This is an optimization exercise on Yosys and OpenROAD, whose aim is small area and a short achievable clock period, not a production implementation.
The RTL was checked by simulation tests, not by an equivalence proof against the original design.

==> flow/run.sh <==
#!/bin/bash
# Own layout flow: the standard flow (standard.sh) with these changes:
#  - synthesis keeps the full-adder and half-adder modules (fa, ha) as their own modules so
#    each becomes one sky130 fa/ha cell, and extracts adders only inside them (not in the rest
#    of the logic, e.g. the final carry-lookahead adder); the netlist is then flattened and
#    renamed exactly as the standard synthesis script does;
#  - port buffers are small buf cells instead of the default delay-buffer cell;
#  - timing repair aims for extra setup margin (SETUP_SLACK_MARGIN).
set -euo pipefail
W=$PWD
export SYNTH_KEEP_MODULES="fa ha"
export BUFFER_PORTS_ARGS="-buffer_cell sky130_fd_sc_hd__buf_1"
export ABC_AREA=1
export SETUP_SLACK_MARGIN=8
sed 's#^  extract_fa {\*}\[dont_use_extract_fa_args\]$#  extract_fa {*}[dont_use_extract_fa_args] fa ha#' \
  "$FLOW_HOME/scripts/synth.tcl" > "$W/synth_mod.tcl"
grep -q 'extract_fa {\*}\[dont_use_extract_fa_args\] fa ha' "$W/synth_mod.tcl"
sed "s#\$::env(SCRIPTS_DIR)/synth.tcl#$W/synth_mod.tcl#" "$W/synth_recipe.tcl" > "$W/own_synth.tcl"
grep -q "source $W/synth_mod.tcl" "$W/own_synth.tcl"
sed "s#SYNTH_SCRIPT=[^ ]*#SYNTH_SCRIPT=$W/own_synth.tcl#" "$W/standard.sh" > "$W/own_standard.sh"
grep -q "SYNTH_SCRIPT=$W/own_synth.tcl" "$W/own_standard.sh"
bash "$W/own_standard.sh" > "$W/standard_flow.log" 2>&1
==> standard.sh <==
#!/bin/bash
# synth_recipe.tcl (not shown) runs the flow's synth.tcl, then flattens the netlist and writes it again
# the make line also repeats each setting of config.mk as NAME=value (left out here)
make -C /OpenROAD-flow-scripts/flow DESIGN_CONFIG=/design/flow/config.mk WORK_HOME=/design/flow/orfs CLKGATE_MAP_FILE= SYNTH_SCRIPT=/design/flow/synth_recipe.tcl "${@:-finish}"
==> config.mk <==
export PLATFORM = sky130hd
export DESIGN_NAME = divider
export DESIGN_NICKNAME = divider
export VERILOG_FILES = /design/flow/design.v
export SDC_FILE = /design/flow/constraint.sdc
export NUM_CORES = 4
export LEC_CHECK = 0
export CAP_MARGIN = 20
export CORE_MARGIN = 2
export CORE_UTILIZATION = 40
export CTS_BUF_LIST = sky130_fd_sc_hd__clkbuf_8
export SLEW_MARGIN = 20
==> constraint.sdc <==
create_clock -name core_clock -period 18.0 [get_ports {clk}]
set_input_delay 3.6000 -clock core_clock [delete_from_list [all_inputs] [get_ports {clk}]]
set_output_delay 3.6000 -clock core_clock [all_outputs]
set_load 0.01 [all_outputs]
==> design.v <==
module fa (input logic a, b, c, output logic s, co);
  assign s = a ^ b ^ c;
  assign co = (a & b) | (a & c) | (b & c);
endmodule
module ha (input logic a, b, output logic s, co);
  assign s = a ^ b;
  assign co = a & b;
endmodule
module multiplier (input logic [15:0] x, y, output logic [15:0] p);
  logic b1_1;
  logic b2_2;
  logic bn_3;
  logic xn4;
  logic xn5;
  logic xn6;
  logic xn7;
  logic xn8;
  logic xn9;
  logic xn10;
  logic xn11;
  logic xn12;
  logic xn13;
  logic xn14;
  logic xn15;
  logic xn16;
  logic xn17;
  logic xn18;
  logic xn19;
  logic xn20;
  logic pp21;
  logic pp22;
  logic pp23;
  logic pp24;
  logic pp25;
  logic pp26;
  logic pp27;
  logic pp28;
  logic pp29;
  logic pp30;
  logic pp31;
  logic pp32;
  logic pp33;
  logic pp34;
  logic pp35;
  logic pp36;
  logic pp37;
  logic pp38;
  logic b1_39;
  logic b2_40;
  logic bn_41;
  logic xn42;
  logic xn43;
  logic xn44;
  logic xn45;
  logic xn46;
  logic xn47;
  logic xn48;
  logic xn49;
  logic xn50;
  logic xn51;
  logic xn52;
  logic xn53;
  logic xn54;
  logic xn55;
  logic xn56;
  logic xn57;
  logic xn58;
  logic pp59;
  logic pp60;
  logic pp61;
  logic pp62;
  logic pp63;
  logic pp64;
  logic pp65;
  logic pp66;
  logic pp67;
  logic pp68;
  logic pp69;
  logic pp70;
  logic pp71;
  logic pp72;
  logic pp73;
  logic pp74;
  logic pp75;
  logic pp76;
  logic b1_77;
  logic b2_78;
  logic bn_79;
  logic xn80;
  logic xn81;
  logic xn82;
  logic xn83;
  logic xn84;
  logic xn85;
  logic xn86;
  logic xn87;
  logic xn88;
  logic xn89;
  logic xn90;
  logic xn91;
  logic xn92;
  logic xn93;
  logic xn94;
  logic xn95;
  logic xn96;
  logic pp97;
  logic pp98;
  logic pp99;
  logic pp100;
  logic pp101;
  logic pp102;
  logic pp103;
  logic pp104;
  logic pp105;
  logic pp106;
  logic pp107;
  logic pp108;
  logic pp109;
  logic pp110;
  logic pp111;
  logic pp112;
  logic pp113;
  logic pp114;
  logic b1_115;
  logic b2_116;
  logic bn_117;
  logic xn118;
  logic xn119;
  logic xn120;
  logic xn121;
  logic xn122;
  logic xn123;
  logic xn124;
  logic xn125;
  logic xn126;
  logic xn127;
  logic xn128;
  logic xn129;
  logic xn130;
  logic xn131;
  logic xn132;
  logic xn133;
  logic xn134;
  logic pp135;
  logic pp136;
  logic pp137;
  logic pp138;
  logic pp139;
  logic pp140;
  logic pp141;
  logic pp142;
  logic pp143;
  logic pp144;
  logic pp145;
  logic pp146;
  logic pp147;
  logic pp148;
  logic pp149;
  logic pp150;
  logic pp151;
  logic pp152;
  logic b1_153;
  logic b2_154;
  logic bn_155;
  logic xn156;
  logic xn157;
  logic xn158;
  logic xn159;
  logic xn160;
  logic xn161;
  logic xn162;
  logic xn163;
  logic xn164;
  logic xn165;
  logic xn166;
  logic xn167;
  logic xn168;
  logic xn169;
  logic xn170;
  logic xn171;
  logic xn172;
  logic pp173;
  logic pp174;
  logic pp175;
  logic pp176;
  logic pp177;
  logic pp178;
  logic pp179;
  logic pp180;
  logic pp181;
  logic pp182;
  logic pp183;
  logic pp184;
  logic pp185;
  logic pp186;
  logic pp187;
  logic pp188;
  logic pp189;
  logic pp190;
  logic b1_191;
  logic b2_192;
  logic bn_193;
  logic xn194;
  logic xn195;
  logic xn196;
  logic xn197;
  logic xn198;
  logic xn199;
  logic xn200;
  logic xn201;
  logic xn202;
  logic xn203;
  logic xn204;
  logic xn205;
  logic xn206;
  logic xn207;
  logic xn208;
  logic xn209;
  logic xn210;
  logic pp211;
  logic pp212;
  logic pp213;
  logic pp214;
  logic pp215;
  logic pp216;
  logic pp217;
  logic pp218;
  logic pp219;
  logic pp220;
  logic pp221;
  logic pp222;
  logic pp223;
  logic pp224;
  logic pp225;
  logic pp226;
  logic pp227;
  logic pp228;
  logic b1_229;
  logic b2_230;
  logic bn_231;
  logic xn232;
  logic xn233;
  logic xn234;
  logic xn235;
  logic xn236;
  logic xn237;
  logic xn238;
  logic xn239;
  logic xn240;
  logic xn241;
  logic xn242;
  logic xn243;
  logic xn244;
  logic xn245;
  logic xn246;
  logic xn247;
  logic xn248;
  logic pp249;
  logic pp250;
  logic pp251;
  logic pp252;
  logic pp253;
  logic pp254;
  logic pp255;
  logic pp256;
  logic pp257;
  logic pp258;
  logic pp259;
  logic pp260;
  logic pp261;
  logic pp262;
  logic pp263;
  logic pp264;
  logic pp265;
  logic pp266;
  logic b1_267;
  logic b2_268;
  logic bn_269;
  logic xn270;
  logic xn271;
  logic xn272;
  logic xn273;
  logic xn274;
  logic xn275;
  logic xn276;
  logic xn277;
  logic xn278;
  logic xn279;
  logic xn280;
  logic xn281;
  logic xn282;
  logic xn283;
  logic xn284;
  logic xn285;
  logic xn286;
  logic pp287;
  logic pp288;
  logic pp289;
  logic pp290;
  logic pp291;
  logic pp292;
  logic pp293;
  logic pp294;
  logic pp295;
  logic pp296;
  logic pp297;
  logic pp298;
  logic pp299;
  logic pp300;
  logic pp301;
  logic pp302;
  logic pp303;
  logic pp304;
  logic pp305;
  logic pp306;
  logic pp307;
  logic pp308;
  logic pp309;
  logic pp310;
  logic pp311;
  logic pp312;
  logic pp313;
  logic pp314;
  logic pp315;
  logic pp316;
  logic pp317;
  logic pp318;
  logic pp319;
  logic pp320;
  logic s321;
  logic c322;
  logic s323;
  logic c324;
  logic s325;
  logic c326;
  logic s327;
  logic c328;
  logic s329;
  logic c330;
  logic s331;
  logic c332;
  logic s333;
  logic c334;
  logic s335;
  logic c336;
  logic s337;
  logic c338;
  logic s339;
  logic c340;
  logic s341;
  logic c342;
  logic s343;
  logic c344;
  logic s345;
  logic c346;
  logic s347;
  logic c348;
  logic s349;
  logic c350;
  logic s351;
  logic c352;
  logic s353;
  logic c354;
  logic s355;
  logic c356;
  logic s357;
  logic c358;
  logic s359;
  logic c360;
  logic s361;
  logic c362;
  logic s363;
  logic c364;
  logic s365;
  logic c366;
  logic s367;
  logic c368;
  logic s369;
  logic c370;
  logic s371;
  logic c372;
  logic s373;
  logic c374;
  logic s375;
  logic c376;
  logic s377;
  logic c378;
  logic s379;
  logic c380;
  logic s381;
  logic c382;
  logic s383;
  logic c384;
  logic s385;
  logic c386;
  logic s387;
  logic c388;
  logic s389;
  logic c390;
  logic s391;
  logic c392;
  logic s393;
  logic c394;
  logic s395;
  logic c396;
  logic s397;
  logic c398;
  logic s399;
  logic c400;
  logic s401;
  logic c402;
  logic s403;
  logic c404;
  logic s405;
  logic c406;
  logic s407;
  logic c408;
  logic s409;
  logic c410;
  logic s411;
  logic c412;
  logic s413;
  logic c414;
  logic s415;
  logic c416;
  logic s417;
  logic c418;
  logic s419;
  logic c420;
  logic s421;
  logic c422;
  logic s423;
  logic c424;
  logic s425;
  logic c426;
  logic s427;
  logic c428;
  logic s429;
  logic c430;
  logic s431;
  logic c432;
  logic s433;
  logic c434;
  logic s435;
  logic c436;
  logic s437;
  logic c438;
  logic s439;
  logic c440;
  logic s441;
  logic c442;
  logic s443;
  logic c444;
  logic s445;
  logic c446;
  logic s447;
  logic c448;
  logic s449;
  logic c450;
  logic s451;
  logic c452;
  logic s453;
  logic c454;
  logic s455;
  logic c456;
  logic s457;
  logic c458;
  logic s459;
  logic c460;
  logic s461;
  logic c462;
  logic s463;
  logic c464;
  logic s465;
  logic c466;
  logic s467;
  logic c468;
  logic s469;
  logic c470;
  logic s471;
  logic c472;
  logic s473;
  logic c474;
  logic s475;
  logic c476;
  logic s477;
  logic c478;
  logic s479;
  logic c480;
  logic s481;
  logic c482;
  logic s483;
  logic c484;
  logic s485;
  logic c486;
  logic s487;
  logic c488;
  logic s489;
  logic c490;
  logic s491;
  logic c492;
  logic s493;
  logic c494;
  logic s495;
  logic c496;
  logic s497;
  logic c498;
  logic s499;
  logic c500;
  logic s501;
  logic c502;
  logic s503;
  logic c504;
  logic s505;
  logic c506;
  logic s507;
  logic c508;
  logic s509;
  logic c510;
  logic s511;
  logic c512;
  logic s513;
  logic c514;
  logic s515;
  logic c516;
  logic s517;
  logic c518;
  logic s519;
  logic c520;
  logic s521;
  logic c522;
  logic s523;
  logic c524;
  logic s525;
  logic c526;
  logic s527;
  logic c528;
  logic s529;
  logic c530;
  logic s531;
  logic c532;
  logic s533;
  logic c534;
  logic s535;
  logic c536;
  logic s537;
  logic c538;
  logic s539;
  logic c540;
  logic s541;
  logic c542;
  logic s543;
  logic c544;
  logic s545;
  logic c546;
  logic s547;
  logic c548;
  logic s549;
  logic c550;
  logic s551;
  logic c552;
  logic s553;
  logic c554;
  logic s555;
  logic c556;
  logic s557;
  logic c558;
  logic s559;
  logic c560;
  logic s561;
  logic c562;
  logic s563;
  logic c564;
  logic s565;
  logic c566;
  logic s567;
  logic c568;
  logic s569;
  logic c570;
  logic s571;
  logic c572;
  logic s573;
  logic c574;
  logic s575;
  logic c576;
  logic s577;
  logic c578;
  logic s579;
  logic c580;
  logic s581;
  logic c582;
  logic s583;
  logic c584;
  assign b1_1 = y[0] ^ 1'b0;
  assign b2_2 = (y[1] & ~y[0] & ~1'b0) | (~y[1] & y[0] & 1'b0);
  assign bn_3 = y[1] & ~(y[0] & 1'b0);
  assign xn4 = x[0] ^ bn_3;
  assign xn5 = x[1] ^ bn_3;
  assign xn6 = x[2] ^ bn_3;
  assign xn7 = x[3] ^ bn_3;
  assign xn8 = x[4] ^ bn_3;
  assign xn9 = x[5] ^ bn_3;
  assign xn10 = x[6] ^ bn_3;
  assign xn11 = x[7] ^ bn_3;
  assign xn12 = x[8] ^ bn_3;
  assign xn13 = x[9] ^ bn_3;
  assign xn14 = x[10] ^ bn_3;
  assign xn15 = x[11] ^ bn_3;
  assign xn16 = x[12] ^ bn_3;
  assign xn17 = x[13] ^ bn_3;
  assign xn18 = x[14] ^ bn_3;
  assign xn19 = x[15] ^ bn_3;
  assign xn20 = 1'b0 ^ bn_3;
  assign pp21 = (b1_1 & xn4) | (b2_2 & bn_3);
  assign pp22 = (b1_1 & xn5) | (b2_2 & xn4);
  assign pp23 = (b1_1 & xn6) | (b2_2 & xn5);
  assign pp24 = (b1_1 & xn7) | (b2_2 & xn6);
  assign pp25 = (b1_1 & xn8) | (b2_2 & xn7);
  assign pp26 = (b1_1 & xn9) | (b2_2 & xn8);
  assign pp27 = (b1_1 & xn10) | (b2_2 & xn9);
  assign pp28 = (b1_1 & xn11) | (b2_2 & xn10);
  assign pp29 = (b1_1 & xn12) | (b2_2 & xn11);
  assign pp30 = (b1_1 & xn13) | (b2_2 & xn12);
  assign pp31 = (b1_1 & xn14) | (b2_2 & xn13);
  assign pp32 = (b1_1 & xn15) | (b2_2 & xn14);
  assign pp33 = (b1_1 & xn16) | (b2_2 & xn15);
  assign pp34 = (b1_1 & xn17) | (b2_2 & xn16);
  assign pp35 = (b1_1 & xn18) | (b2_2 & xn17);
  assign pp36 = (b1_1 & xn19) | (b2_2 & xn18);
  assign pp37 = (b1_1 & xn20) | (b2_2 & xn19);
  assign pp38 = ~bn_3;
  assign b1_39 = y[2] ^ y[1];
  assign b2_40 = (y[3] & ~y[2] & ~y[1]) | (~y[3] & y[2] & y[1]);
  assign bn_41 = y[3] & ~(y[2] & y[1]);
  assign xn42 = x[0] ^ bn_41;
  assign xn43 = x[1] ^ bn_41;
  assign xn44 = x[2] ^ bn_41;
  assign xn45 = x[3] ^ bn_41;
  assign xn46 = x[4] ^ bn_41;
  assign xn47 = x[5] ^ bn_41;
  assign xn48 = x[6] ^ bn_41;
  assign xn49 = x[7] ^ bn_41;
  assign xn50 = x[8] ^ bn_41;
  assign xn51 = x[9] ^ bn_41;
  assign xn52 = x[10] ^ bn_41;
  assign xn53 = x[11] ^ bn_41;
  assign xn54 = x[12] ^ bn_41;
  assign xn55 = x[13] ^ bn_41;
  assign xn56 = x[14] ^ bn_41;
  assign xn57 = x[15] ^ bn_41;
  assign xn58 = 1'b0 ^ bn_41;
  assign pp59 = (b1_39 & xn42) | (b2_40 & bn_41);
  assign pp60 = (b1_39 & xn43) | (b2_40 & xn42);
  assign pp61 = (b1_39 & xn44) | (b2_40 & xn43);
  assign pp62 = (b1_39 & xn45) | (b2_40 & xn44);
  assign pp63 = (b1_39 & xn46) | (b2_40 & xn45);
  assign pp64 = (b1_39 & xn47) | (b2_40 & xn46);
  assign pp65 = (b1_39 & xn48) | (b2_40 & xn47);
  assign pp66 = (b1_39 & xn49) | (b2_40 & xn48);
  assign pp67 = (b1_39 & xn50) | (b2_40 & xn49);
  assign pp68 = (b1_39 & xn51) | (b2_40 & xn50);
  assign pp69 = (b1_39 & xn52) | (b2_40 & xn51);
  assign pp70 = (b1_39 & xn53) | (b2_40 & xn52);
  assign pp71 = (b1_39 & xn54) | (b2_40 & xn53);
  assign pp72 = (b1_39 & xn55) | (b2_40 & xn54);
  assign pp73 = (b1_39 & xn56) | (b2_40 & xn55);
  assign pp74 = (b1_39 & xn57) | (b2_40 & xn56);
  assign pp75 = (b1_39 & xn58) | (b2_40 & xn57);
  assign pp76 = ~bn_41;
  assign b1_77 = y[4] ^ y[3];
  assign b2_78 = (y[5] & ~y[4] & ~y[3]) | (~y[5] & y[4] & y[3]);
  assign bn_79 = y[5] & ~(y[4] & y[3]);
  assign xn80 = x[0] ^ bn_79;
  assign xn81 = x[1] ^ bn_79;
  assign xn82 = x[2] ^ bn_79;
  assign xn83 = x[3] ^ bn_79;
  assign xn84 = x[4] ^ bn_79;
  assign xn85 = x[5] ^ bn_79;
  assign xn86 = x[6] ^ bn_79;
  assign xn87 = x[7] ^ bn_79;
  assign xn88 = x[8] ^ bn_79;
  assign xn89 = x[9] ^ bn_79;
  assign xn90 = x[10] ^ bn_79;
  assign xn91 = x[11] ^ bn_79;
  assign xn92 = x[12] ^ bn_79;
  assign xn93 = x[13] ^ bn_79;
  assign xn94 = x[14] ^ bn_79;
  assign xn95 = x[15] ^ bn_79;
  assign xn96 = 1'b0 ^ bn_79;
  assign pp97 = (b1_77 & xn80) | (b2_78 & bn_79);
  assign pp98 = (b1_77 & xn81) | (b2_78 & xn80);
  assign pp99 = (b1_77 & xn82) | (b2_78 & xn81);
  assign pp100 = (b1_77 & xn83) | (b2_78 & xn82);
  assign pp101 = (b1_77 & xn84) | (b2_78 & xn83);
  assign pp102 = (b1_77 & xn85) | (b2_78 & xn84);
  assign pp103 = (b1_77 & xn86) | (b2_78 & xn85);
  assign pp104 = (b1_77 & xn87) | (b2_78 & xn86);
  assign pp105 = (b1_77 & xn88) | (b2_78 & xn87);
  assign pp106 = (b1_77 & xn89) | (b2_78 & xn88);
  assign pp107 = (b1_77 & xn90) | (b2_78 & xn89);
  assign pp108 = (b1_77 & xn91) | (b2_78 & xn90);
  assign pp109 = (b1_77 & xn92) | (b2_78 & xn91);
  assign pp110 = (b1_77 & xn93) | (b2_78 & xn92);
  assign pp111 = (b1_77 & xn94) | (b2_78 & xn93);
  assign pp112 = (b1_77 & xn95) | (b2_78 & xn94);
  assign pp113 = (b1_77 & xn96) | (b2_78 & xn95);
  assign pp114 = ~bn_79;
  assign b1_115 = y[6] ^ y[5];
  assign b2_116 = (y[7] & ~y[6] & ~y[5]) | (~y[7] & y[6] & y[5]);
  assign bn_117 = y[7] & ~(y[6] & y[5]);
  assign xn118 = x[0] ^ bn_117;
  assign xn119 = x[1] ^ bn_117;
  assign xn120 = x[2] ^ bn_117;
  assign xn121 = x[3] ^ bn_117;
  assign xn122 = x[4] ^ bn_117;
  assign xn123 = x[5] ^ bn_117;
  assign xn124 = x[6] ^ bn_117;
  assign xn125 = x[7] ^ bn_117;
  assign xn126 = x[8] ^ bn_117;
  assign xn127 = x[9] ^ bn_117;
  assign xn128 = x[10] ^ bn_117;
  assign xn129 = x[11] ^ bn_117;
  assign xn130 = x[12] ^ bn_117;
  assign xn131 = x[13] ^ bn_117;
  assign xn132 = x[14] ^ bn_117;
  assign xn133 = x[15] ^ bn_117;
  assign xn134 = 1'b0 ^ bn_117;
  assign pp135 = (b1_115 & xn118) | (b2_116 & bn_117);
  assign pp136 = (b1_115 & xn119) | (b2_116 & xn118);
  assign pp137 = (b1_115 & xn120) | (b2_116 & xn119);
  assign pp138 = (b1_115 & xn121) | (b2_116 & xn120);
  assign pp139 = (b1_115 & xn122) | (b2_116 & xn121);
  assign pp140 = (b1_115 & xn123) | (b2_116 & xn122);
  assign pp141 = (b1_115 & xn124) | (b2_116 & xn123);
  assign pp142 = (b1_115 & xn125) | (b2_116 & xn124);
  assign pp143 = (b1_115 & xn126) | (b2_116 & xn125);
  assign pp144 = (b1_115 & xn127) | (b2_116 & xn126);
  assign pp145 = (b1_115 & xn128) | (b2_116 & xn127);
  assign pp146 = (b1_115 & xn129) | (b2_116 & xn128);
  assign pp147 = (b1_115 & xn130) | (b2_116 & xn129);
  assign pp148 = (b1_115 & xn131) | (b2_116 & xn130);
  assign pp149 = (b1_115 & xn132) | (b2_116 & xn131);
  assign pp150 = (b1_115 & xn133) | (b2_116 & xn132);
  assign pp151 = (b1_115 & xn134) | (b2_116 & xn133);
  assign pp152 = ~bn_117;
  assign b1_153 = y[8] ^ y[7];
  assign b2_154 = (y[9] & ~y[8] & ~y[7]) | (~y[9] & y[8] & y[7]);
  assign bn_155 = y[9] & ~(y[8] & y[7]);
  assign xn156 = x[0] ^ bn_155;
  assign xn157 = x[1] ^ bn_155;
  assign xn158 = x[2] ^ bn_155;
  assign xn159 = x[3] ^ bn_155;
  assign xn160 = x[4] ^ bn_155;
  assign xn161 = x[5] ^ bn_155;
  assign xn162 = x[6] ^ bn_155;
  assign xn163 = x[7] ^ bn_155;
  assign xn164 = x[8] ^ bn_155;
  assign xn165 = x[9] ^ bn_155;
  assign xn166 = x[10] ^ bn_155;
  assign xn167 = x[11] ^ bn_155;
  assign xn168 = x[12] ^ bn_155;
  assign xn169 = x[13] ^ bn_155;
  assign xn170 = x[14] ^ bn_155;
  assign xn171 = x[15] ^ bn_155;
  assign xn172 = 1'b0 ^ bn_155;
  assign pp173 = (b1_153 & xn156) | (b2_154 & bn_155);
  assign pp174 = (b1_153 & xn157) | (b2_154 & xn156);
  assign pp175 = (b1_153 & xn158) | (b2_154 & xn157);
  assign pp176 = (b1_153 & xn159) | (b2_154 & xn158);
  assign pp177 = (b1_153 & xn160) | (b2_154 & xn159);
  assign pp178 = (b1_153 & xn161) | (b2_154 & xn160);
  assign pp179 = (b1_153 & xn162) | (b2_154 & xn161);
  assign pp180 = (b1_153 & xn163) | (b2_154 & xn162);
  assign pp181 = (b1_153 & xn164) | (b2_154 & xn163);
  assign pp182 = (b1_153 & xn165) | (b2_154 & xn164);
  assign pp183 = (b1_153 & xn166) | (b2_154 & xn165);
  assign pp184 = (b1_153 & xn167) | (b2_154 & xn166);
  assign pp185 = (b1_153 & xn168) | (b2_154 & xn167);
  assign pp186 = (b1_153 & xn169) | (b2_154 & xn168);
  assign pp187 = (b1_153 & xn170) | (b2_154 & xn169);
  assign pp188 = (b1_153 & xn171) | (b2_154 & xn170);
  assign pp189 = (b1_153 & xn172) | (b2_154 & xn171);
  assign pp190 = ~bn_155;
  assign b1_191 = y[10] ^ y[9];
  assign b2_192 = (y[11] & ~y[10] & ~y[9]) | (~y[11] & y[10] & y[9]);
  assign bn_193 = y[11] & ~(y[10] & y[9]);
  assign xn194 = x[0] ^ bn_193;
  assign xn195 = x[1] ^ bn_193;
  assign xn196 = x[2] ^ bn_193;
  assign xn197 = x[3] ^ bn_193;
  assign xn198 = x[4] ^ bn_193;
  assign xn199 = x[5] ^ bn_193;
  assign xn200 = x[6] ^ bn_193;
  assign xn201 = x[7] ^ bn_193;
  assign xn202 = x[8] ^ bn_193;
  assign xn203 = x[9] ^ bn_193;
  assign xn204 = x[10] ^ bn_193;
  assign xn205 = x[11] ^ bn_193;
  assign xn206 = x[12] ^ bn_193;
  assign xn207 = x[13] ^ bn_193;
  assign xn208 = x[14] ^ bn_193;
  assign xn209 = x[15] ^ bn_193;
  assign xn210 = 1'b0 ^ bn_193;
  assign pp211 = (b1_191 & xn194) | (b2_192 & bn_193);
  assign pp212 = (b1_191 & xn195) | (b2_192 & xn194);
  assign pp213 = (b1_191 & xn196) | (b2_192 & xn195);
  assign pp214 = (b1_191 & xn197) | (b2_192 & xn196);
  assign pp215 = (b1_191 & xn198) | (b2_192 & xn197);
  assign pp216 = (b1_191 & xn199) | (b2_192 & xn198);
  assign pp217 = (b1_191 & xn200) | (b2_192 & xn199);
  assign pp218 = (b1_191 & xn201) | (b2_192 & xn200);
  assign pp219 = (b1_191 & xn202) | (b2_192 & xn201);
  assign pp220 = (b1_191 & xn203) | (b2_192 & xn202);
  assign pp221 = (b1_191 & xn204) | (b2_192 & xn203);
  assign pp222 = (b1_191 & xn205) | (b2_192 & xn204);
  assign pp223 = (b1_191 & xn206) | (b2_192 & xn205);
  assign pp224 = (b1_191 & xn207) | (b2_192 & xn206);
  assign pp225 = (b1_191 & xn208) | (b2_192 & xn207);
  assign pp226 = (b1_191 & xn209) | (b2_192 & xn208);
  assign pp227 = (b1_191 & xn210) | (b2_192 & xn209);
  assign pp228 = ~bn_193;
  assign b1_229 = y[12] ^ y[11];
  assign b2_230 = (y[13] & ~y[12] & ~y[11]) | (~y[13] & y[12] & y[11]);
  assign bn_231 = y[13] & ~(y[12] & y[11]);
  assign xn232 = x[0] ^ bn_231;
  assign xn233 = x[1] ^ bn_231;
  assign xn234 = x[2] ^ bn_231;
  assign xn235 = x[3] ^ bn_231;
  assign xn236 = x[4] ^ bn_231;
  assign xn237 = x[5] ^ bn_231;
  assign xn238 = x[6] ^ bn_231;
  assign xn239 = x[7] ^ bn_231;
  assign xn240 = x[8] ^ bn_231;
  assign xn241 = x[9] ^ bn_231;
  assign xn242 = x[10] ^ bn_231;
  assign xn243 = x[11] ^ bn_231;
  assign xn244 = x[12] ^ bn_231;
  assign xn245 = x[13] ^ bn_231;
  assign xn246 = x[14] ^ bn_231;
  assign xn247 = x[15] ^ bn_231;
  assign xn248 = 1'b0 ^ bn_231;
  assign pp249 = (b1_229 & xn232) | (b2_230 & bn_231);
  assign pp250 = (b1_229 & xn233) | (b2_230 & xn232);
  assign pp251 = (b1_229 & xn234) | (b2_230 & xn233);
  assign pp252 = (b1_229 & xn235) | (b2_230 & xn234);
  assign pp253 = (b1_229 & xn236) | (b2_230 & xn235);
  assign pp254 = (b1_229 & xn237) | (b2_230 & xn236);
  assign pp255 = (b1_229 & xn238) | (b2_230 & xn237);
  assign pp256 = (b1_229 & xn239) | (b2_230 & xn238);
  assign pp257 = (b1_229 & xn240) | (b2_230 & xn239);
  assign pp258 = (b1_229 & xn241) | (b2_230 & xn240);
  assign pp259 = (b1_229 & xn242) | (b2_230 & xn241);
  assign pp260 = (b1_229 & xn243) | (b2_230 & xn242);
  assign pp261 = (b1_229 & xn244) | (b2_230 & xn243);
  assign pp262 = (b1_229 & xn245) | (b2_230 & xn244);
  assign pp263 = (b1_229 & xn246) | (b2_230 & xn245);
  assign pp264 = (b1_229 & xn247) | (b2_230 & xn246);
  assign pp265 = (b1_229 & xn248) | (b2_230 & xn247);
  assign pp266 = ~bn_231;
  assign b1_267 = y[14] ^ y[13];
  assign b2_268 = (y[15] & ~y[14] & ~y[13]) | (~y[15] & y[14] & y[13]);
  assign bn_269 = y[15] & ~(y[14] & y[13]);
  assign xn270 = x[0] ^ bn_269;
  assign xn271 = x[1] ^ bn_269;
  assign xn272 = x[2] ^ bn_269;
  assign xn273 = x[3] ^ bn_269;
  assign xn274 = x[4] ^ bn_269;
  assign xn275 = x[5] ^ bn_269;
  assign xn276 = x[6] ^ bn_269;
  assign xn277 = x[7] ^ bn_269;
  assign xn278 = x[8] ^ bn_269;
  assign xn279 = x[9] ^ bn_269;
  assign xn280 = x[10] ^ bn_269;
  assign xn281 = x[11] ^ bn_269;
  assign xn282 = x[12] ^ bn_269;
  assign xn283 = x[13] ^ bn_269;
  assign xn284 = x[14] ^ bn_269;
  assign xn285 = x[15] ^ bn_269;
  assign xn286 = 1'b0 ^ bn_269;
  assign pp287 = (b1_267 & xn270) | (b2_268 & bn_269);
  assign pp288 = (b1_267 & xn271) | (b2_268 & xn270);
  assign pp289 = (b1_267 & xn272) | (b2_268 & xn271);
  assign pp290 = (b1_267 & xn273) | (b2_268 & xn272);
  assign pp291 = (b1_267 & xn274) | (b2_268 & xn273);
  assign pp292 = (b1_267 & xn275) | (b2_268 & xn274);
  assign pp293 = (b1_267 & xn276) | (b2_268 & xn275);
  assign pp294 = (b1_267 & xn277) | (b2_268 & xn276);
  assign pp295 = (b1_267 & xn278) | (b2_268 & xn277);
  assign pp296 = (b1_267 & xn279) | (b2_268 & xn278);
  assign pp297 = (b1_267 & xn280) | (b2_268 & xn279);
  assign pp298 = (b1_267 & xn281) | (b2_268 & xn280);
  assign pp299 = (b1_267 & xn282) | (b2_268 & xn281);
  assign pp300 = (b1_267 & xn283) | (b2_268 & xn282);
  assign pp301 = (b1_267 & xn284) | (b2_268 & xn283);
  assign pp302 = (b1_267 & xn285) | (b2_268 & xn284);
  assign pp303 = (b1_267 & xn286) | (b2_268 & xn285);
  assign pp304 = ~bn_269;
  assign pp305 = x[0] & y[15];
  assign pp306 = x[1] & y[15];
  assign pp307 = x[2] & y[15];
  assign pp308 = x[3] & y[15];
  assign pp309 = x[4] & y[15];
  assign pp310 = x[5] & y[15];
  assign pp311 = x[6] & y[15];
  assign pp312 = x[7] & y[15];
  assign pp313 = x[8] & y[15];
  assign pp314 = x[9] & y[15];
  assign pp315 = x[10] & y[15];
  assign pp316 = x[11] & y[15];
  assign pp317 = x[12] & y[15];
  assign pp318 = x[13] & y[15];
  assign pp319 = x[14] & y[15];
  assign pp320 = x[15] & y[15];
  ha us321 (.a(bn_193), .b(pp103), .s(s321), .co(c322));
  ha us323 (.a(pp104), .b(pp140), .s(s323), .co(c324));
  fa us325 (.a(bn_231), .b(pp105), .c(pp141), .s(s325), .co(c326));
  ha us327 (.a(pp177), .b(pp213), .s(s327), .co(c328));
  fa us329 (.a(pp106), .b(pp142), .c(pp178), .s(s329), .co(c330));
  ha us331 (.a(pp214), .b(pp250), .s(s331), .co(c332));
  fa us333 (.a(bn_269), .b(pp107), .c(pp143), .s(s333), .co(c334));
  fa us335 (.a(pp179), .b(pp215), .c(pp251), .s(s335), .co(c336));
  ha us337 (.a(pp287), .b(pp35), .s(s337), .co(c338));
  fa us339 (.a(pp108), .b(pp144), .c(pp180), .s(s339), .co(c340));
  fa us341 (.a(pp216), .b(pp252), .c(pp288), .s(s341), .co(c342));
  ha us343 (.a(pp36), .b(pp72), .s(s343), .co(c344));
  fa us345 (.a(pp305), .b(pp109), .c(pp145), .s(s345), .co(c346));
  fa us347 (.a(pp181), .b(pp217), .c(pp253), .s(s347), .co(c348));
  fa us349 (.a(pp289), .b(pp37), .c(pp73), .s(s349), .co(c350));
  fa us351 (.a(pp306), .b(bn_3), .c(pp110), .s(s351), .co(c352));
  fa us353 (.a(pp146), .b(pp182), .c(pp218), .s(s353), .co(c354));
  fa us355 (.a(pp254), .b(pp290), .c(pp74), .s(s355), .co(c356));
  fa us357 (.a(pp307), .b(bn_3), .c(pp111), .s(s357), .co(c358));
  fa us359 (.a(pp147), .b(pp183), .c(pp219), .s(s359), .co(c360));
  fa us361 (.a(pp255), .b(pp291), .c(pp75), .s(s361), .co(c362));
  fa us363 (.a(pp308), .b(pp38), .c(pp76), .s(s363), .co(c364));
  fa us365 (.a(pp112), .b(pp148), .c(pp184), .s(s365), .co(c366));
  fa us367 (.a(pp220), .b(pp256), .c(pp292), .s(s367), .co(c368));
  assign s369 = ~(pp309 ^ pp113);
  assign c370 = pp309 | pp113;
  fa us371 (.a(pp149), .b(pp185), .c(pp221), .s(s371), .co(c372));
  ha us373 (.a(pp257), .b(pp293), .s(s373), .co(c374));
  fa us375 (.a(pp310), .b(pp114), .c(pp150), .s(s375), .co(c376));
  fa us377 (.a(pp186), .b(pp222), .c(pp258), .s(s377), .co(c378));
  assign s379 = ~(pp311 ^ pp151);
  assign c380 = pp311 | pp151;
  ha us381 (.a(pp187), .b(pp223), .s(s381), .co(c382));
  fa us383 (.a(pp312), .b(pp152), .c(pp188), .s(s383), .co(c384));
  assign s385 = ~pp313;
  assign c386 = pp313;
  ha us387 (.a(bn_117), .b(pp135), .s(s387), .co(c388));
  ha us389 (.a(pp100), .b(pp136), .s(s389), .co(c390));
  fa us391 (.a(bn_155), .b(pp101), .c(pp137), .s(s391), .co(c392));
  ha us393 (.a(pp173), .b(pp29), .s(s393), .co(c394));
  fa us395 (.a(pp102), .b(pp138), .c(pp174), .s(s395), .co(c396));
  ha us397 (.a(pp30), .b(pp66), .s(s397), .co(c398));
  fa us399 (.a(pp139), .b(pp175), .c(pp211), .s(s399), .co(c400));
  fa us401 (.a(pp31), .b(pp67), .c(s321), .s(s401), .co(c402));
  fa us403 (.a(pp176), .b(pp212), .c(pp32), .s(s403), .co(c404));
  fa us405 (.a(pp68), .b(c322), .c(s323), .s(s405), .co(c406));
  fa us407 (.a(pp249), .b(pp33), .c(pp69), .s(s407), .co(c408));
  fa us409 (.a(c324), .b(s327), .c(s325), .s(s409), .co(c410));
  fa us411 (.a(pp34), .b(pp70), .c(c328), .s(s411), .co(c412));
  fa us413 (.a(s331), .b(c326), .c(s329), .s(s413), .co(c414));
  fa us415 (.a(pp71), .b(c332), .c(s337), .s(s415), .co(c416));
  fa us417 (.a(c330), .b(s333), .c(s335), .s(s417), .co(c418));
  fa us419 (.a(c338), .b(s343), .c(c334), .s(s419), .co(c420));
  fa us421 (.a(c336), .b(s339), .c(s341), .s(s421), .co(c422));
  fa us423 (.a(c344), .b(c340), .c(c342), .s(s423), .co(c424));
  fa us425 (.a(s345), .b(s347), .c(s349), .s(s425), .co(c426));
  fa us427 (.a(c346), .b(c348), .c(c350), .s(s427), .co(c428));
  fa us429 (.a(s351), .b(s353), .c(s355), .s(s429), .co(c430));
  fa us431 (.a(c352), .b(c354), .c(c356), .s(s431), .co(c432));
  fa us433 (.a(s357), .b(s359), .c(s361), .s(s433), .co(c434));
  fa us435 (.a(s363), .b(c358), .c(c360), .s(s435), .co(c436));
  fa us437 (.a(c362), .b(s365), .c(s367), .s(s437), .co(c438));
  fa us439 (.a(c364), .b(s373), .c(c366), .s(s439), .co(c440));
  fa us441 (.a(c368), .b(s369), .c(s371), .s(s441), .co(c442));
  fa us443 (.a(pp294), .b(c374), .c(c370), .s(s443), .co(c444));
  fa us445 (.a(c372), .b(s375), .c(s377), .s(s445), .co(c446));
  fa us447 (.a(pp259), .b(pp295), .c(s381), .s(s447), .co(c448));
  fa us449 (.a(c376), .b(c378), .c(s379), .s(s449), .co(c450));
  fa us451 (.a(pp224), .b(pp260), .c(pp296), .s(s451), .co(c452));
  fa us453 (.a(c382), .b(c380), .c(s383), .s(s453), .co(c454));
  fa us455 (.a(s385), .b(pp189), .c(pp225), .s(s455), .co(c456));
  fa us457 (.a(pp261), .b(pp297), .c(c384), .s(s457), .co(c458));
  fa us459 (.a(pp314), .b(pp190), .c(c386), .s(s459), .co(c460));
  fa us461 (.a(pp226), .b(pp262), .c(pp298), .s(s461), .co(c462));
  assign s463 = ~(pp315 ^ pp227);
  assign c464 = pp315 | pp227;
  ha us465 (.a(pp263), .b(pp299), .s(s465), .co(c466));
  fa us467 (.a(pp316), .b(pp228), .c(pp264), .s(s467), .co(c468));
  assign s469 = ~pp317;
  assign c470 = pp317;
  ha us471 (.a(bn_79), .b(pp25), .s(s471), .co(c472));
  ha us473 (.a(pp26), .b(pp62), .s(s473), .co(c474));
  fa us475 (.a(pp27), .b(pp63), .c(pp99), .s(s475), .co(c476));
  fa us477 (.a(pp28), .b(pp64), .c(c388), .s(s477), .co(c478));
  fa us479 (.a(pp65), .b(c390), .c(s393), .s(s479), .co(c480));
  fa us481 (.a(c394), .b(s397), .c(c392), .s(s481), .co(c482));
  fa us483 (.a(c398), .b(c396), .c(s399), .s(s483), .co(c484));
  fa us485 (.a(c400), .b(s403), .c(c402), .s(s485), .co(c486));
  fa us487 (.a(c404), .b(s407), .c(c406), .s(s487), .co(c488));
  fa us489 (.a(c408), .b(s411), .c(c410), .s(s489), .co(c490));
  fa us491 (.a(c412), .b(s415), .c(c414), .s(s491), .co(c492));
  fa us493 (.a(c416), .b(c418), .c(s419), .s(s493), .co(c494));
  fa us495 (.a(c420), .b(c422), .c(s423), .s(s495), .co(c496));
  fa us497 (.a(c424), .b(c426), .c(s427), .s(s497), .co(c498));
  fa us499 (.a(c428), .b(c430), .c(s431), .s(s499), .co(c500));
  fa us501 (.a(c432), .b(c434), .c(s435), .s(s501), .co(c502));
  fa us503 (.a(c436), .b(c438), .c(s439), .s(s503), .co(c504));
  fa us505 (.a(c440), .b(c442), .c(s443), .s(s505), .co(c506));
  fa us507 (.a(s447), .b(c444), .c(c446), .s(s507), .co(c508));
  fa us509 (.a(s451), .b(c448), .c(c450), .s(s509), .co(c510));
  fa us511 (.a(c452), .b(s455), .c(c454), .s(s511), .co(c512));
  fa us513 (.a(s459), .b(c456), .c(s461), .s(s513), .co(c514));
  fa us515 (.a(c460), .b(s465), .c(c462), .s(s515), .co(c516));
  fa us517 (.a(pp300), .b(c466), .c(c464), .s(s517), .co(c518));
  fa us519 (.a(s469), .b(pp265), .c(pp301), .s(s519), .co(c520));
  fa us521 (.a(pp318), .b(pp266), .c(c470), .s(s521), .co(c522));
  assign s523 = ~pp319;
  assign c524 = pp319;
  ha us525 (.a(bn_41), .b(pp23), .s(s525), .co(c526));
  ha us527 (.a(pp24), .b(pp60), .s(s527), .co(c528));
  fa us529 (.a(pp61), .b(pp97), .c(s471), .s(s529), .co(c530));
  fa us531 (.a(pp98), .b(c472), .c(s473), .s(s531), .co(c532));
  fa us533 (.a(c474), .b(s387), .c(s475), .s(s533), .co(c534));
  fa us535 (.a(s389), .b(c476), .c(s477), .s(s535), .co(c536));
  fa us537 (.a(s391), .b(c478), .c(s479), .s(s537), .co(c538));
  fa us539 (.a(s395), .b(c480), .c(s481), .s(s539), .co(c540));
  fa us541 (.a(s401), .b(c482), .c(s483), .s(s541), .co(c542));
  fa us543 (.a(s405), .b(c484), .c(s485), .s(s543), .co(c544));
  fa us545 (.a(s409), .b(c486), .c(s487), .s(s545), .co(c546));
  fa us547 (.a(s413), .b(c488), .c(s489), .s(s547), .co(c548));
  fa us549 (.a(s417), .b(c490), .c(s491), .s(s549), .co(c550));
  fa us551 (.a(s421), .b(c492), .c(s493), .s(s551), .co(c552));
  fa us553 (.a(s425), .b(c494), .c(s495), .s(s553), .co(c554));
  fa us555 (.a(s429), .b(c496), .c(s497), .s(s555), .co(c556));
  fa us557 (.a(s433), .b(c498), .c(s499), .s(s557), .co(c558));
  fa us559 (.a(s437), .b(c500), .c(s501), .s(s559), .co(c560));
  fa us561 (.a(s441), .b(c502), .c(s503), .s(s561), .co(c562));
  fa us563 (.a(s445), .b(c504), .c(s505), .s(s563), .co(c564));
  fa us565 (.a(s449), .b(c506), .c(s507), .s(s565), .co(c566));
  fa us567 (.a(s453), .b(c508), .c(s509), .s(s567), .co(c568));
  fa us569 (.a(s457), .b(c510), .c(s511), .s(s569), .co(c570));
  fa us571 (.a(c458), .b(s513), .c(c512), .s(s571), .co(c572));
  fa us573 (.a(s463), .b(c514), .c(s515), .s(s573), .co(c574));
  fa us575 (.a(s467), .b(c516), .c(s517), .s(s575), .co(c576));
  fa us577 (.a(c468), .b(s519), .c(c518), .s(s577), .co(c578));
  fa us579 (.a(pp302), .b(s521), .c(c520), .s(s579), .co(c580));
  fa us581 (.a(s523), .b(pp303), .c(c522), .s(s581), .co(c582));
  fa us583 (.a(pp320), .b(pp304), .c(c524), .s(s583), .co(c584));
  logic [31:0] ra, rb, sum;
  assign ra = {s583, s581, s579, s577, c574, s573, c570, c568, c566, c564, c562, c560, c558, c556, c554, c552, c550, c548, c546, c544, c542, c540, c538, c536, c534, c532, c530, c528, c526, pp59, pp22, bn_3};
  assign rb = {c582, c580, c578, c576, s575, c572, s571, s569, s567, s565, s563, s561, s559, s557, s555, s553, s551, s549, s547, s545, s543, s541, s539, s537, s535, s533, s531, s529, s527, s525, 1'b0, pp21};
  logic [31:0] g0, p0;
  assign g0 = ra & rb;
  assign p0 = ra ^ rb;
  logic gg1_1, pp1_1;
  assign gg1_1 = g0[1] | (p0[1] & g0[0]);
  assign pp1_1 = p0[1] & p0[0];
  logic gg1_3, pp1_3;
  assign gg1_3 = g0[3] | (p0[3] & g0[2]);
  assign pp1_3 = p0[3] & p0[2];
  logic gg1_5, pp1_5;
  assign gg1_5 = g0[5] | (p0[5] & g0[4]);
  assign pp1_5 = p0[5] & p0[4];
  logic gg1_7, pp1_7;
  assign gg1_7 = g0[7] | (p0[7] & g0[6]);
  assign pp1_7 = p0[7] & p0[6];
  logic gg1_9, pp1_9;
  assign gg1_9 = g0[9] | (p0[9] & g0[8]);
  assign pp1_9 = p0[9] & p0[8];
  logic gg1_11, pp1_11;
  assign gg1_11 = g0[11] | (p0[11] & g0[10]);
  assign pp1_11 = p0[11] & p0[10];
  logic gg1_13, pp1_13;
  assign gg1_13 = g0[13] | (p0[13] & g0[12]);
  assign pp1_13 = p0[13] & p0[12];
  logic gg1_15, pp1_15;
  assign gg1_15 = g0[15] | (p0[15] & g0[14]);
  assign pp1_15 = p0[15] & p0[14];
  logic gg1_17, pp1_17;
  assign gg1_17 = g0[17] | (p0[17] & g0[16]);
  assign pp1_17 = p0[17] & p0[16];
  logic gg1_19, pp1_19;
  assign gg1_19 = g0[19] | (p0[19] & g0[18]);
  assign pp1_19 = p0[19] & p0[18];
  logic gg1_21, pp1_21;
  assign gg1_21 = g0[21] | (p0[21] & g0[20]);
  assign pp1_21 = p0[21] & p0[20];
  logic gg1_23, pp1_23;
  assign gg1_23 = g0[23] | (p0[23] & g0[22]);
  assign pp1_23 = p0[23] & p0[22];
  logic gg1_25, pp1_25;
  assign gg1_25 = g0[25] | (p0[25] & g0[24]);
  assign pp1_25 = p0[25] & p0[24];
  logic gg1_27, pp1_27;
  assign gg1_27 = g0[27] | (p0[27] & g0[26]);
  assign pp1_27 = p0[27] & p0[26];
  logic gg1_29, pp1_29;
  assign gg1_29 = g0[29] | (p0[29] & g0[28]);
  assign pp1_29 = p0[29] & p0[28];
  logic gg1_31, pp1_31;
  assign gg1_31 = g0[31] | (p0[31] & g0[30]);
  assign pp1_31 = p0[31] & p0[30];
  logic gg2_3, pp2_3;
  assign gg2_3 = gg1_3 | (pp1_3 & gg1_1);
  assign pp2_3 = pp1_3 & pp1_1;
  logic gg2_7, pp2_7;
  assign gg2_7 = gg1_7 | (pp1_7 & gg1_5);
  assign pp2_7 = pp1_7 & pp1_5;
  logic gg2_11, pp2_11;
  assign gg2_11 = gg1_11 | (pp1_11 & gg1_9);
  assign pp2_11 = pp1_11 & pp1_9;
  logic gg2_15, pp2_15;
  assign gg2_15 = gg1_15 | (pp1_15 & gg1_13);
  assign pp2_15 = pp1_15 & pp1_13;
  logic gg2_19, pp2_19;
  assign gg2_19 = gg1_19 | (pp1_19 & gg1_17);
  assign pp2_19 = pp1_19 & pp1_17;
  logic gg2_23, pp2_23;
  assign gg2_23 = gg1_23 | (pp1_23 & gg1_21);
  assign pp2_23 = pp1_23 & pp1_21;
  logic gg2_27, pp2_27;
  assign gg2_27 = gg1_27 | (pp1_27 & gg1_25);
  assign pp2_27 = pp1_27 & pp1_25;
  logic gg2_31, pp2_31;
  assign gg2_31 = gg1_31 | (pp1_31 & gg1_29);
  assign pp2_31 = pp1_31 & pp1_29;
  logic gg3_7, pp3_7;
  assign gg3_7 = gg2_7 | (pp2_7 & gg2_3);
  assign pp3_7 = pp2_7 & pp2_3;
  logic gg3_15, pp3_15;
  assign gg3_15 = gg2_15 | (pp2_15 & gg2_11);
  assign pp3_15 = pp2_15 & pp2_11;
  logic gg3_23, pp3_23;
  assign gg3_23 = gg2_23 | (pp2_23 & gg2_19);
  assign pp3_23 = pp2_23 & pp2_19;
  logic gg3_31, pp3_31;
  assign gg3_31 = gg2_31 | (pp2_31 & gg2_27);
  assign pp3_31 = pp2_31 & pp2_27;
  logic gg4_15, pp4_15;
  assign gg4_15 = gg3_15 | (pp3_15 & gg3_7);
  assign pp4_15 = pp3_15 & pp3_7;
  logic gg4_31, pp4_31;
  assign gg4_31 = gg3_31 | (pp3_31 & gg3_23);
  assign pp4_31 = pp3_31 & pp3_23;
  logic gg5_31, pp5_31;
  assign gg5_31 = gg4_31 | (pp4_31 & gg4_15);
  assign pp5_31 = pp4_31 & pp4_15;
  logic gg7_23, pp7_23;
  assign gg7_23 = gg3_23 | (pp3_23 & gg4_15);
  assign pp7_23 = pp3_23 & pp4_15;
  logic gg8_11, pp8_11;
  assign gg8_11 = gg2_11 | (pp2_11 & gg3_7);
  assign pp8_11 = pp2_11 & pp3_7;
  logic gg8_19, pp8_19;
  assign gg8_19 = gg2_19 | (pp2_19 & gg4_15);
  assign pp8_19 = pp2_19 & pp4_15;
  logic gg8_27, pp8_27;
  assign gg8_27 = gg2_27 | (pp2_27 & gg7_23);
  assign pp8_27 = pp2_27 & pp7_23;
  logic gg9_5, pp9_5;
  assign gg9_5 = gg1_5 | (pp1_5 & gg2_3);
  assign pp9_5 = pp1_5 & pp2_3;
  logic gg9_9, pp9_9;
  assign gg9_9 = gg1_9 | (pp1_9 & gg3_7);
  assign pp9_9 = pp1_9 & pp3_7;
  logic gg9_13, pp9_13;
  assign gg9_13 = gg1_13 | (pp1_13 & gg8_11);
  assign pp9_13 = pp1_13 & pp8_11;
  logic gg9_17, pp9_17;
  assign gg9_17 = gg1_17 | (pp1_17 & gg4_15);
  assign pp9_17 = pp1_17 & pp4_15;
  logic gg9_21, pp9_21;
  assign gg9_21 = gg1_21 | (pp1_21 & gg8_19);
  assign pp9_21 = pp1_21 & pp8_19;
  logic gg9_25, pp9_25;
  assign gg9_25 = gg1_25 | (pp1_25 & gg7_23);
  assign pp9_25 = pp1_25 & pp7_23;
  logic gg9_29, pp9_29;
  assign gg9_29 = gg1_29 | (pp1_29 & gg8_27);
  assign pp9_29 = pp1_29 & pp8_27;
  logic gg10_2, pp10_2;
  assign gg10_2 = g0[2] | (p0[2] & gg1_1);
  assign pp10_2 = p0[2] & pp1_1;
  logic gg10_4, pp10_4;
  assign gg10_4 = g0[4] | (p0[4] & gg2_3);
  assign pp10_4 = p0[4] & pp2_3;
  logic gg10_6, pp10_6;
  assign gg10_6 = g0[6] | (p0[6] & gg9_5);
  assign pp10_6 = p0[6] & pp9_5;
  logic gg10_8, pp10_8;
  assign gg10_8 = g0[8] | (p0[8] & gg3_7);
  assign pp10_8 = p0[8] & pp3_7;
  logic gg10_10, pp10_10;
  assign gg10_10 = g0[10] | (p0[10] & gg9_9);
  assign pp10_10 = p0[10] & pp9_9;
  logic gg10_12, pp10_12;
  assign gg10_12 = g0[12] | (p0[12] & gg8_11);
  assign pp10_12 = p0[12] & pp8_11;
  logic gg10_14, pp10_14;
  assign gg10_14 = g0[14] | (p0[14] & gg9_13);
  assign pp10_14 = p0[14] & pp9_13;
  logic gg10_16, pp10_16;
  assign gg10_16 = g0[16] | (p0[16] & gg4_15);
  assign pp10_16 = p0[16] & pp4_15;
  logic gg10_18, pp10_18;
  assign gg10_18 = g0[18] | (p0[18] & gg9_17);
  assign pp10_18 = p0[18] & pp9_17;
  logic gg10_20, pp10_20;
  assign gg10_20 = g0[20] | (p0[20] & gg8_19);
  assign pp10_20 = p0[20] & pp8_19;
  logic gg10_22, pp10_22;
  assign gg10_22 = g0[22] | (p0[22] & gg9_21);
  assign pp10_22 = p0[22] & pp9_21;
  logic gg10_24, pp10_24;
  assign gg10_24 = g0[24] | (p0[24] & gg7_23);
  assign pp10_24 = p0[24] & pp7_23;
  logic gg10_26, pp10_26;
  assign gg10_26 = g0[26] | (p0[26] & gg9_25);
  assign pp10_26 = p0[26] & pp9_25;
  logic gg10_28, pp10_28;
  assign gg10_28 = g0[28] | (p0[28] & gg8_27);
  assign pp10_28 = p0[28] & pp8_27;
  logic gg10_30, pp10_30;
  assign gg10_30 = g0[30] | (p0[30] & gg9_29);
  assign pp10_30 = p0[30] & pp9_29;
  assign sum[0] = p0[0];
  assign sum[31:1] = p0[31:1] ^ {gg10_30, gg9_29, gg10_28, gg8_27, gg10_26, gg9_25, gg10_24, gg7_23, gg10_22, gg9_21, gg10_20, gg8_19, gg10_18, gg9_17, gg10_16, gg4_15, gg10_14, gg9_13, gg10_12, gg8_11, gg10_10, gg9_9, gg10_8, gg3_7, gg10_6, gg9_5, gg10_4, gg2_3, gg10_2, gg1_1, g0[0]};
  assign p = sum[30:15];
endmodule
module divider (input logic [15:0] N,D,IA0,IA1,IA2,IA3,
                input logic clk, reset, kSave, nSave, dSave, kNextSel,
                input logic [1:0] muxSelB,
                output logic [15:0] quotient, remainder);
  logic [15:0] n, d, k, left, right, p;
  logic s0, s1, s2, s3, sk;
  assign s0 = ~reset & kNextSel & (D[14:13] == 2'd0);
  assign s1 = ~reset & kNextSel & (D[14:13] == 2'd1);
  assign s2 = ~reset & kNextSel & (D[14:13] == 2'd2);
  assign s3 = ~reset & kNextSel & (D[14:13] == 2'd3);
  assign sk = ~reset & ~kNextSel;
  assign left = ({16{s0}} & IA0) | ({16{s1}} & IA1) | ({16{s2}} & IA2) | ({16{s3}} & IA3)
              | ({16{sk}} & k);
  always_comb
    case (muxSelB)
      2'd0: right = N;
      2'd1: right = D;
      2'd2: right = n;
      default: right = d;
    endcase
  multiplier mult(.x(left), .y(right), .p(p));
  always_ff @(posedge clk) begin
    if (nSave | reset) n <= p;
    if (dSave | reset) d <= p;
    if (kSave | reset) k <= ~(p | {16{reset}});
    if (nSave | reset) quotient <= n & {16{~reset}};
  end
  assign remainder = 16'b0;
endmodule
==> summary.txt, run 1 <==
STA
  • Clock skew: 10.51 ps
  • PnR worst setup slack: 8282 ps
  • Setup Viol. Count Final: 0
  • Slew @ Worst Pin: 1107 ps
  • Fin crit share: 0.5399
  • Fmax: 0.1029 GHz
  • Slew margin rel.: 0.2565
  • RSZ-0062 raised after global routing: no
  • Post-Route Setup TNS: 0 ps
  • Fin crit period: 9718 ps
  • Slew Limit Fails: 0
  • Final Hold Vio Count: 0

Drt
  • Final antenna-violating net count: 0
  • Via/cell ratio: 5.362
  • Final WL: 27,790 um
  • Via count: 8,108
  • Initial DRC Count: 600
  • Drt drc: 0
  • DRT Pass-1 Iters: 5
  • Wire per inst: 18.38 um

Placed design
  • Final GP Congestion: 0.9001
  • I/O Buffers: 119
  • Placed Cells incl. Taps: 1,487
  • Pre-CTS WS: 7514 ps
  • DP Wirelength: 22,220 um

Synth
  • Post-synthesis mux area share: 0
  • Post-synth ARST share: 0
  • Synth warn: 1
  • Adder-cell share of the synthesized area: 0.2492
  • Top_reg_cell synth: edfxtp_1
  • Xor and xnor area share after synthesis: 0.1278
  • Synth area leader: fa_1
  • Commonest cells in the netlist: nand2_1, o22ai_1, xor2_1
  • Register area share after synthesis: 0.2017
  • Simple-Gate Fraction of Synth Area: 0.1908
  • Synth Register Bits: 64
  • Synth Instances: 1,085
  • Post-synth top area share: 0.2269
  • Cell with the most instances after synthesis: nand2_1
  • EDFF count, synth: 64
  • Netlist Area Pre-Place: 9528 um^2
  • Synth top area cells: fa_1, edfxtp_1, xor2_1
  • Syn Area/Cell: 8.781 um^2
  • Synth Area in Compound Gates: 0.1439
  • Largest family of logic cells by synthesized area: adder cells
  • Unique masters post-synth: 46

Critical path
  • Crit Path Category: in -> reg
  • CP startpoint: muxSelB[1]
  • Flop-to-flop setup slack: 12,000 ps
  • Worst EP arrival: 9800 ps
  • Worst Path Required: 18,090 ps
  • Crit Reg-Reg Startpoint: n[9]$_DFFE_PP_
  • Crit path capture: k[15]$_DFFE_PP_
  • Worst r2r path cells: 22
  • Worst-path maximum fanout: 26
  • Nature of the critical path endpoint: flip-flop
  • CP startpoint kind: input port
  • FF-to-FF End: k[15]$_DFFE_PP_

Final layout
  • Share of cells above drive strength 1: 0.09556
  • Antenna cells: 0
  • Register area: 1922 um^2
  • Final Non-Filler Cells: 1,512
  • Filler instances: 2,368
  • Area of the multi-input gates: 6877 um^2
  • Area grow syn2layout: 9.797%
  • Fin nets: 1,417

Floorplanning
  • Die height: 158.3 um
  • Row count: 56
  • Initial Utilization: 0.4071
  • Die ar.: 25,070 um^2
  • Core ar.: 23,400 um^2
  • Die extent in x: 158.3 um
  • # IOs: 136

Min path
  • Hold Crit Depth: 2
  • HP Class: reg -> reg

Clock network
  • Clk slew on worst S/H paths: 70 ps
  • CTS tree: built
  • Clock sink count: 64
  • Number of CTS-inserted buffers: 9
  • Clock insertion delay at the later pin of the skew report: 340 ps
  • Clk buf depth: 2
  • Cts hold-fix bufs: 0
  • Root buffer cell: clkbuf_8
  • H-Tree Depth: 3

Global route
  • First-pass GRT wire length: 42,410 um
  • Largest net degree at the start of global routing: 39
  • Vias in the first global route: 8,066
  • Gr usage total: 0.2230
  • Global route overflow: 0
  • Initial antenna violation count: 0

Status
  • Status: complete, no violations

Flow run
  • Max Cap Violations: 0
==> worst max-delay path: stages <==
cell	delay [ps]
buf_1	460
nand2_4	320
o21ai_1	630
nor2_1	200
nor2_4	590
xor2_1	190
o22ai_1	330
fa_1	500
fa_1	440
fa_1	450
fa_1	500
xor2_1	220
a31oi_1	410
o221ai_1	190
nor2_1	190
nand2_4	110
nand2_4	70
nand2_4	60
nand2_2	70
nand3_1	70
nand2_2	120
nor2_2	30
==> per-module statistics from Yosys, one instance, submodules excluded <==
module / flip-flops and latches / copies in the design / cells inside / area (um^2)
divider: 64 / 1 / 960 / 7153
fa: 0 / 108 / 1 / 20.02
ha: 0 / 17 / 1 / 12.51
==> state kept, by name, summed over array words and instances (netlist names) <==
signal / count
n: 16
quotient: 16
d: 16
k: 16
==> per-layer routing <==
| metal | up-vias | track usage | part of all wire |
|---|---|---|---|
| met5 | - | 0 | 0 |
| met4 | 0 | 0.07722 | 0.033 |
| met3 | 58 | 0.04083 | 0.069 |
| met2 | 319 | 0.3791 | 0.48 |
| met1 | 3896 | 0.2862 | 0.42 |
| li1 | 3835 | - | - |
==> layout make-up <==
class                      instances  area share
tap                              319     0.03815
multi-input combinational        849      0.6573
clock inverter                     7    0.005382
inverter                         129     0.04653
timing repair buffer             135     0.05705
sequential                        64      0.1837
clock buffer                       9     0.01184
==> per-stage QoR <==
| step | util | hold WS [ps] | area, um^2 |
|---|---|---|---|
| after floorplan | - | 513.4 | 9584 |
| after global placement | 0.4345 | 532.7 | 10170 |
| after detailed placement | 0.4345 | 543.2 | 10170 |
| after CTS | 0.4424 | 558.3 | 10350 |
| after global routing | 0.4470 | 561.9 | 10460 |
| final | 0.4470 | 549.1 | 10460 |
==> timing repair <==
item	CTS	global route
setup buffers	0	9
setup endpoints to repair	15	31
pin swaps	0	2
resized for setup	1	7
==> cells by family after synthesis <==
| group | after synthesis |
|---|---|
| AND/OR/NAND/NOR | 358 |
| AO/OA/AOI/OAI | 211 |
| buffers and inverters | 187 |
| XOR/XNOR | 139 |
| adder cells (fa/ha/maj) | 125 |
| flip-flops | 64 |
| other | 1 |
==> worst min-delay path by stage <==
stage                     from                      to
2_1_floorplan  n[14]$_DFFE_PP_  quotient[14]$_DFFE_PP_
3_3_place_gp    n[7]$_DFFE_PP_   quotient[7]$_DFFE_PP_
3_5_place_dp    n[7]$_DFFE_PP_   quotient[7]$_DFFE_PP_
4_1_cts         n[7]$_DFFE_PP_   quotient[7]$_DFFE_PP_
5_1_grt         n[7]$_DFFE_PP_   quotient[7]$_DFFE_PP_
6_report        n[7]$_DFFE_PP_   quotient[7]$_DFFE_PP_
==> cells in the final DEF (no fill, tap or decap), drive strengths merged <==
cell type and count:
xnor2 15, a221oi 4, nand3 36, ha 17
a21oi 11, nand4 1, o2111ai 11, fa 108
clkinv 3, xor2 124, a31oi 3, buf 133
o221ai 5, nor3 4, clkinvlp 1, edfxtp 64
nor3b 1, nor4 14, bufinv 1, o21ai 36
o211ai 1, nand2 175, a22o 12, o22ai 124
clkbuf 11, conb 16, or2 6, o21bai 3
inv 131, o21a 1, nor2 121
==> inputs of run 2 (changes only) <==
--- a/flow/run.sh
+++ b/flow/run.sh
@@ -11,7 +11,7 @@
 export SYNTH_KEEP_MODULES="fa ha"
 export BUFFER_PORTS_ARGS="-buffer_cell sky130_fd_sc_hd__buf_1"
 export ABC_AREA=1
-export SETUP_SLACK_MARGIN=8
+export SETUP_SLACK_MARGIN=8.7
 sed 's#^  extract_fa {\*}\[dont_use_extract_fa_args\]$#  extract_fa {*}[dont_use_extract_fa_args] fa ha#' \
   "$FLOW_HOME/scripts/synth.tcl" > "$W/synth_mod.tcl"
 grep -q 'extract_fa {\*}\[dont_use_extract_fa_args\] fa ha' "$W/synth_mod.tcl"
==> run 2 against run 1 <==
Net effect: maximum frequency rose by 7.7%; wire length rose by 3.3%; sequential cell count did not move; non-clock buffer count rose by 53; core utilization rose by 2.6 points; worst setup slack improved by 690 ps; register-to-register slack improved by 430 ps; largest cell class unchanged.
==> summary.txt, run 2 <==
Status
  • Status: complete, no violations

Critical path
  • Critical Path Stages: 25 (+14%)
  • Crit Path Category: in -> reg
  • Worst r2r path cells: 24 (+9.1%)
  • Worst Path Required: 18,100 ps (about the same)
  • Bufs and invs on worst path: 2 (+1)
  • Worst EP arrival: 9120 ps (-680 ps)
  • Flop-to-flop setup slack: 12,430 ps (+430 ps)
  • CP max-delay cell: fa_1
  • Largest stage delay, worst path: 530 ps (-100 ps)

STA
  • Slew Limit Fails: 0 (unchanged)
  • Fin crit share: 0.5015 (-0.03844)
  • Setup Viol. Count Final: 0 (unchanged)
  • Slew margin rel.: 0.4566 (+0.2001)
  • Post-Route Setup TNS: 0 ps (unchanged)
  • Slew @ Worst Pin: 815.0 ps (-291.9 ps)
  • Clock skew: 11.96 ps (+1.451 ps)
  • RSZ-0062 raised after global routing: no
  • Final Hold Vio Count: 0 (unchanged)
  • Fmax: 0.1108 GHz (+7.7%)

Floorplanning
  • Die ar.: 25,070 um^2 (unchanged)
  • Die height: 158.3 um (unchanged)
  • # IOs: 136 (unchanged)
  • Core ar.: 23,400 um^2 (unchanged)
  • Die extent in x: 158.3 um (unchanged)

Global route
  • Gr usage total: 0.2258 (+0.002814)
  • Largest net degree at the start of global routing: 39 (unchanged)
  • Top Usage Layer GRT: met2
  • Vias in the first global route: 8,180 (+1.4%)
  • Grt met3 use: 0.04192 (+0.001089)
  • M2 GR Usage: 0.3820 (+0.002899)
  • Global route overflow: 0 (unchanged)

Drt
  • Initial DRC Count: 613 (+2.2%)
  • Final WL: 28,700 um (+3.3%)
  • Via count: 8,422 (+3.9%)
  • Final antenna-violating net count: 0 (unchanged)
  • Via/cell ratio: 5.378 (+0.29%)
  • Wire per inst: 18.33 um (-0.29%)

Clock network
  • Clock insertion delay at the later pin of the skew report: 350 ps (about the same)
  • Clk buf depth: 2 (unchanged)
  • Clock sink count: 64 (unchanged)
  • H-Tree Depth: 3 (unchanged)
  • Clk slew on worst S/H paths: 70 ps (about the same)
  • Root buffer cell: clkbuf_8
  • CTS tree: built

Min path
  • Hold Crit Depth: 2 (unchanged)

Synth
  • Cell with the most instances after synthesis: nand2_1
  • Synth top area cells: fa_1, edfxtp_1, xor2_1
  • Synth Register Bits: 64 (unchanged)
  • Register area share after synthesis: 0.2017 (unchanged)
  • Top_reg_cell synth: edfxtp_1
  • Syn Area/Cell: 8.781 um^2 (unchanged)
  • Synth Instances: 1,085 (unchanged)
  • Netlist Area Pre-Place: 9528 um^2 (unchanged)
  • Synth warn: 1 (unchanged)
  • Post-synth ARST share: 0 (unchanged)

Final layout
  • Final Non-Filler Cells: 1,566 (+3.6%)
  • Filler instances: 2,301 (-2.8%)
  • Area grow syn2layout: 16.28%
  • Area of the multi-input gates: 6969 um^2 (+1.3%)
  • Share of cells above drive strength 1: 0.1604 (+0.06483)
  • Register area: 1922 um^2 (unchanged)

Placed design
  • I/O Buffers: 119 (unchanged)
  • Final GP Congestion: 0.9001 (unchanged)
  • DP Wirelength: 22,220 um (unchanged)
  • DP Area: 10,170 um^2 (unchanged)
  • Placed Cells incl. Taps: 1,487 (unchanged)

Flow run
  • Max Cap Violations: 0 (unchanged)
run 2: cell counts after synthesis:
Identical to the previous run, type by type.
run 2: final cells by class:
| cell class | count | share of cell area |
|---|---|---|
| Clock inverter | 7 | 0.005082 |
| Timing Repair Buffer | 188 | 0.1006 |
| Multi-Input combinational cell | 850 | 0.6290 |
| Inverter | 129 | 0.04461 |
| Tap cell | 319 | 0.03602 |
| Clock buffer | 9 | 0.01118 |
| Sequential cell | 64 | 0.1735 |
run 2: repair_timing:
action / in CTS / in global routing
hold buffers: 0 / 0
buffers inserted: 20 / 42
gates cloned: 0 / 1
pin swaps: 6 / 10
endpoints found under the setup margin: 48 / 46
gates resized for setup: 12 / 35
run 2: modules after synthesis, one instance, submodules excluded:
module / cells / copies in the design
divider: 960 / 1
fa: 1 / 108
ha: 1 / 17
run 2: kinds of logic (layout without fill, tap and decap cells):
family	Yosys count	in the layout	synth area share
XOR/XNOR	139	139	0.1278
other	1	16	0.0003936
adder cells (fa/ha/maj)	125	125	0.2492
buffers and inverters	187	333	0.08615
flip-flops	64	64	0.2017
AO/OA/AOI/OAI	211	211	0.1439
AND/OR/NAND/NOR	358	359	0.1908
run 2: path summary, 6_finish.rpt:
kind                   from                     to
min reg2reg  n[7]$_DFFE_PP_  quotient[7]$_DFFE_PP_
max reg2reg  n[5]$_DFFE_PP_        k[15]$_DFFE_PP_
max                   D[13]        k[15]$_DFFE_PP_
min          n[7]$_DFFE_PP_  quotient[7]$_DFFE_PP_
run 2: metrics by stage:
step	utilization	setup WS [ps]	hold WS, ps
global placement	0.4345	7553	532.7
floorplan	-	9308	513.4
detailed placement	0.4345	7514	543.2
global route	0.4734	8604	563.2
CTS	0.4518	8718	558.3
finish	0.4734	8974	550.2
run 2: metal layers:
metal | wire (um) | vias up
li1 | - | 3945
met1 | 11960 | 4058
met2 | 13610 | 358
met3 | 2166 | 61
met4 | 964 | 0
met5 | 0 | -
run 2: worst register-to-register path: stages (launching register included):
cell	delay, ps
edfxtp_1	320
inv_1	50
o2111ai_1	270
o21ai_2	190
nor2_2	210
inv_1	90
o21ai_0	210
inv_2	150
buf_12	170
o22ai_1	220
fa_1	490
fa_1	440
fa_1	530
fa_1	450
xor2_1	220
a31oi_1	400
o221ai_1	190
nor2_1	190
nand2_4	110
nand2_4	70
nand2_4	60
nand2_2	70
nand3_1	70
nand2_2	110
nor2_2	30

## afterwards: timing with drivers on the ports
The flow's constraints put no driver on any port. The routed layouts listed below were extracted and timed again, unchanged, in two steps. Step 1, drivers: a clkbuf_16 drives clk and a buf_2 each remaining input, both assumed. Step 2 times the ports against the registers' clock, not the clock port: input delays grow and output delays shrink by t, the midpoint of the rising clock arrivals with the driver on. a / b / c = no drivers / after step 1 / after step 2; a / b = the first two.
run | t, ns | setup WS [ns] | worst setup path after step 2 | worst data-port slew with drivers (ns)
run 1 | 0.367 | 8.282 / 8.286 / 7.918 | input to register | 0.05
run 2 | 0.369 | 8.974 / 8.975 / 8.605 | input to register | 0.05
After both steps setup and hold are still met in every run listed. The setup slack of run 2, which loses most, moves by +0.001 ns with the drivers and by -0.369 ns with both steps.
